Context: an optimization exercise on an open-source flow, tuned for small area. The choices shown serve that exercise and are no tape-out recipe. Function was checked by simulation only, so behaviour that the tests miss may differ from the original. The flow treats the clock pin as an ideal source. Dropping or thinning the clock tree relies on that and would not hold on a real chip. Power figures rest on the tool's default switching activity, not on a simulated workload.

## before
==> flow/design.v <==
`timescale 1ns / 1ps
module main(
    input clk,
    input rst,        
    input [9:0] sw,   
    output reg [6:0] segmentos,
    output reg [7:0] anodos
);
    reg [1:0] ph;
    reg [11:0] c;
    always @(posedge clk) begin
        ph <= rst ? 2'b00 : {ph[0], ~ph[1]};
        c  <= rst ? 12'd0 : c + {11'd0, ph == 2'b10};
    end
    wire ts  = (ph == 2'b11);                  
    wire ta1 = (ph == 2'b00) && (c == 12'h800);  
    wire cap = ts && (c[8:0] == 9'h000);       
    wire app = ts && (c[8:0] == 9'h002);       
    wire err   = (sw[7] & sw[8]) | (sw[7] & sw[9]) | (sw[8] & sw[9]);
    wire m_err = sw[0] & err;
    wire m_a3  = sw[0] & ~err & sw[9];
    wire m_a2  = sw[0] & ~err & sw[8];
    wire m_a1  = sw[0] & ~err & sw[7];
    wire m_nom = sw[0] & ~(sw[7] | sw[8] | sw[9]);
    localparam [2:0] G_NONE = 3'd0, G_ERR = 3'd1, G_A2 = 3'd2, G_A3 = 3'd3, G_NOM = 3'd4;
    reg [2:0] g;       
    reg [2:0] k;       
    reg [2:0] n;       
    always @(posedge clk) begin
        if (rst) begin
            g <= G_NONE;
            n <= 3'd1;
        end else if (ts) begin
            if (m_err) begin
                k <= (g == G_ERR && k != 3'd4) ? k + 3'd1 : 3'd0;
                g <= G_ERR;
            end else if (m_a2) begin
                k <= (g == G_A2) ? k + 3'd1 : 3'd0;
                g <= G_A2;
            end else if (m_a3) begin
                k <= (g == G_A3) ? k + 3'd1 : 3'd0;
                g <= G_A3;
            end else if (m_nom) begin
                k <= n;
                n <= (n == 3'd5) ? 3'd1 : n + 3'd1;
                g <= G_NOM;
            end else begin
                g <= G_NONE;
            end
        end
    end
    reg       f;       
    reg [2:0] p;       
    reg [3:0] w;       
    always @(posedge clk) begin
        if (cap) f <= c[9] ? m_a2 : (c[10] & m_a3);
        if (rst) begin
            p <= 3'd0;
            w <= 4'd7;
        end else begin
            if (app & f & c[9]) p <= p + 3'd1;
            if (w == 4'd7) begin
                if (ts & c[0]) w <= 4'd0;      
            end else if (app & f & ~c[9]) begin
                w <= (w == 4'd4) ? 4'd8 : w + 4'd1;
            end
        end
    end
    reg [2:0] a;       
    reg [2:0] m;       
    always @(posedge clk) begin
        if (rst) begin
            a <= 3'd0;
            m <= 3'd0;
        end else if (ta1) begin
            if (m_a1) begin
                a <= (a == 3'd5) ? 3'd1 : a + 3'd1;
                if (a == 3'd5 && m != 3'd5) m <= m + 3'd1;
            end else begin
                a <= 3'd0;
                m <= 3'd0;
            end
        end
    end
    function [6:0] name(input [2:0] t);    
        case (t)
            3'd1: name = 7'b0001000;  
            3'd2: name = 7'b1100011;  
            3'd3: name = 7'b1111011;  
            default: name = 7'b0100001;  
        endcase
    endfunction
    function [6:0] error_l(input [2:0] x);
        case (x)
            3'd0: error_l = 7'b0000110;  
            3'd3: error_l = 7'b1000000;  
            default: error_l = 7'b0101111;  
        endcase
    endfunction
    wire match = (m_err & g == G_ERR) | (m_a2 & g == G_A2) |
                 (m_a3 & g == G_A3) | (m_nom & g == G_NOM);
    wire on = m_a1 ? (a != 3'd0) : match;
    wire [2:0] pos = m_a1 ? a : k;
    wire [2:0] o2 = p[2] ? 3'd0 - p : p;   
    reg [3:0] base;
    always @(*) begin
        if (m_a1)           base = 4'hF;                   
        else if (g == G_A2) base = {1'b0, o2} - 4'd3;
        else if (g == G_A3) base = w;
        else                base = 4'hF;                   
    end
    wire [3:0] t = {1'b0, pos} + base;
    wire show1 = (m >= a);
    wire valid = (t <= 4'd4) & (~m_a1 | show1);
    always @(*) begin
        segmentos = 7'b1111111;
        anodos = 8'b11111111;
        if (on) begin
            anodos = ~(8'h80 >> pos);
            if (~m_a1 & g == G_ERR) segmentos = error_l(k);
            else if (valid)         segmentos = name(t[2:0]);
        end
    end
endmodule
clock: 10.0 ns
lec_check: 0
cap_margin: 20
core_margin: 2
core_utilization: 40
place_density: 0.75
slew_margin: 20
standard.sh (not shown) runs the stock make flow with config.mk's settings and CLKGATE_MAP_FILE= SYNTH_SCRIPT=/design/flow/synth_recipe.tcl, a recipe that flattens the netlist after the stock synthesis.
==> flow/flow/run.sh <==
#!/bin/bash
# Own layout flow: the standard flow (standard.sh), with
#  - synthesis through flow/synth.tcl: the standard flow's synthesis script unchanged, except
#    that ABC is run several times (deep AIG synthesis with different seeds,
#    then area-oriented mapping) and the smallest result is kept, and the
#    half/full-adder extraction is off (ADDER_MAP_FILE empty);
#  - the port buffers made from sky130_fd_sc_hd__buf_1;
#  - in place of a clock tree, two clock buffers that the clock port drives,
#    each driving the registers of one half of the layout (flow/clkbuf.tcl,
#    run as the CTS step's PRE_CTS_TCL hook).
# Each tool's full output goes to the ORFS logs under orfs/logs, and make's
# output to flow_make.log in this folder.
set -euo pipefail
cd "$(dirname "$0")/.."
HERE=$(pwd)
bash standard.sh \
  "SYNTH_SCRIPT=$HERE/flow/synth.tcl" \
  "ADDER_MAP_FILE=" \
  "BUFFER_PORTS_ARGS=-buffer_cell sky130_fd_sc_hd__buf_1" \
  "PRE_CTS_TCL=$HERE/flow/clkbuf.tcl" \
  finish > "$HERE/flow_make.log" 2>&1
==> flow/flow/clkbuf.tcl <==
# Clock buffering in place of a clock tree: the registers are split into
# two groups by position (halves along x), and the clock port
# drives one buffer per group, placed at the group's centre.
proc clock_tree_synthesis {args} {
  set cell sky130_fd_sc_hd__clkbuf_8
  set ngroups 2
  set block [ord::get_db_block]
  set clknet [$block findNet clk]
  set master [[ord::get_db] findMaster $cell]
  set sinks {}
  foreach it [$clknet getITerms] {
    set bb [[$it getInst] getBBox]
    lappend sinks [list $it [expr {([$bb xMin] + [$bb xMax]) / 2}] [expr {([$bb yMin] + [$bb yMax]) / 2}]]
  }
  # split into groups: halve along x, then along y, ...
  set groups [list $sinks]
  set axis 1
  while {[llength $groups] < $ngroups} {
    set next {}
    foreach g $groups {
      set s [lsort -integer -index $axis $g]
      set h [expr {[llength $s] / 2}]
      lappend next [lrange $s 0 [expr {$h - 1}]] [lrange $s $h end]
    }
    set groups $next
    set axis [expr {3 - $axis}]
  }
  set gi 0
  foreach g $groups {
    set inst [odb::dbInst_create $block $master clkbuf_g$gi]
    set net [odb::dbNet_create $block clk_g$gi]
    $net setSigType CLOCK
    set sx 0; set sy 0
    foreach s $g {
      set it [lindex $s 0]
      $it disconnect
      $it connect $net
      set sx [expr {$sx + [lindex $s 1]}]
      set sy [expr {$sy + [lindex $s 2]}]
    }
    set n [llength $g]
    [$inst findITerm A] connect $clknet
    [$inst findITerm X] connect $net
    $inst setLocation [expr {$sx / $n}] [expr {$sy / $n}]
    $inst setPlacementStatus PLACED
    puts "clock buffer clkbuf_g$gi ($cell) drives $n registers"
    incr gi
  }
  set_propagated_clock [all_clocks]
}
Other scripts of this flow, unchanged in this note and not shown: flow/flow/synth.tcl
Relative to before, the following input files were edited for after:
- a deleted PLACE_DENSITY that had been 0.75
--- a/flow/flow/clkbuf.tcl
+++ b/flow/flow/clkbuf.tcl
@@ -3,5 +3,5 @@
 # drives one buffer per group, placed at the group's centre.
 proc clock_tree_synthesis {args} {
-  set cell sky130_fd_sc_hd__clkbuf_8
+  set cell sky130_fd_sc_hd__clkbuf_16
   set ngroups 2
   set block [ord::get_db_block]
Notes after the runs:
after against before; internal power is up by a little under 10%.
after vs before: combinational share of power down in after
Sort before and after by met2 layer wire length in the routed design, ascending, and before comes first.
Summary of after over before: register-to-register setup slack barely changed; final standard cell area without fillers saw an increase; fmax ~0 delta.
For before, the startpoint of the worst setup timing path was sw[9], unlike after, where it was sw[8].
[compare] base=before new=after: sum of routed wire length over all layers shows an increase of 3.1%; setup slack went down 0.012 ns; sequential share of layout area decreased by 0.42 points relative to the old numbers; final-layout fill cell count up 0.43%.
No run of this note takes its clock network from TritonCTS; it comes from the design's own scripts or RTL.

==> port drivers added, routing unchanged <==
The flow's constraints put no driver on any port. The routed layouts listed below were extracted and timed again, unchanged, in two steps. Step 1 sets driving cells, clkbuf_16 on the clock port and buf_2 on the other inputs (assumed; they add their load-dependent delay and slew). Step 2, shift: input delay + t, output delay - t, t = (earliest + latest rising clock arrival at the registers) / 2. This alone moves slack from input paths to output paths. Three values: ideal, step 1, step 2; two values: the first two.
run	shift t [ns]	setup slack, ns	worst setup path at the end	clock arrival spread, ns
before	0.198	2.472 / 2.449 / 2.449	input to output	0.011 / 0.011
after	0.186	2.460 / 2.441 / 2.441	input to output	0.010 / 0.009
After both steps setup and hold are still met in every run listed. For before, which loses most, drivers alone change the setup slack by -0.023 ns; drivers and shift together by -0.023 ns.
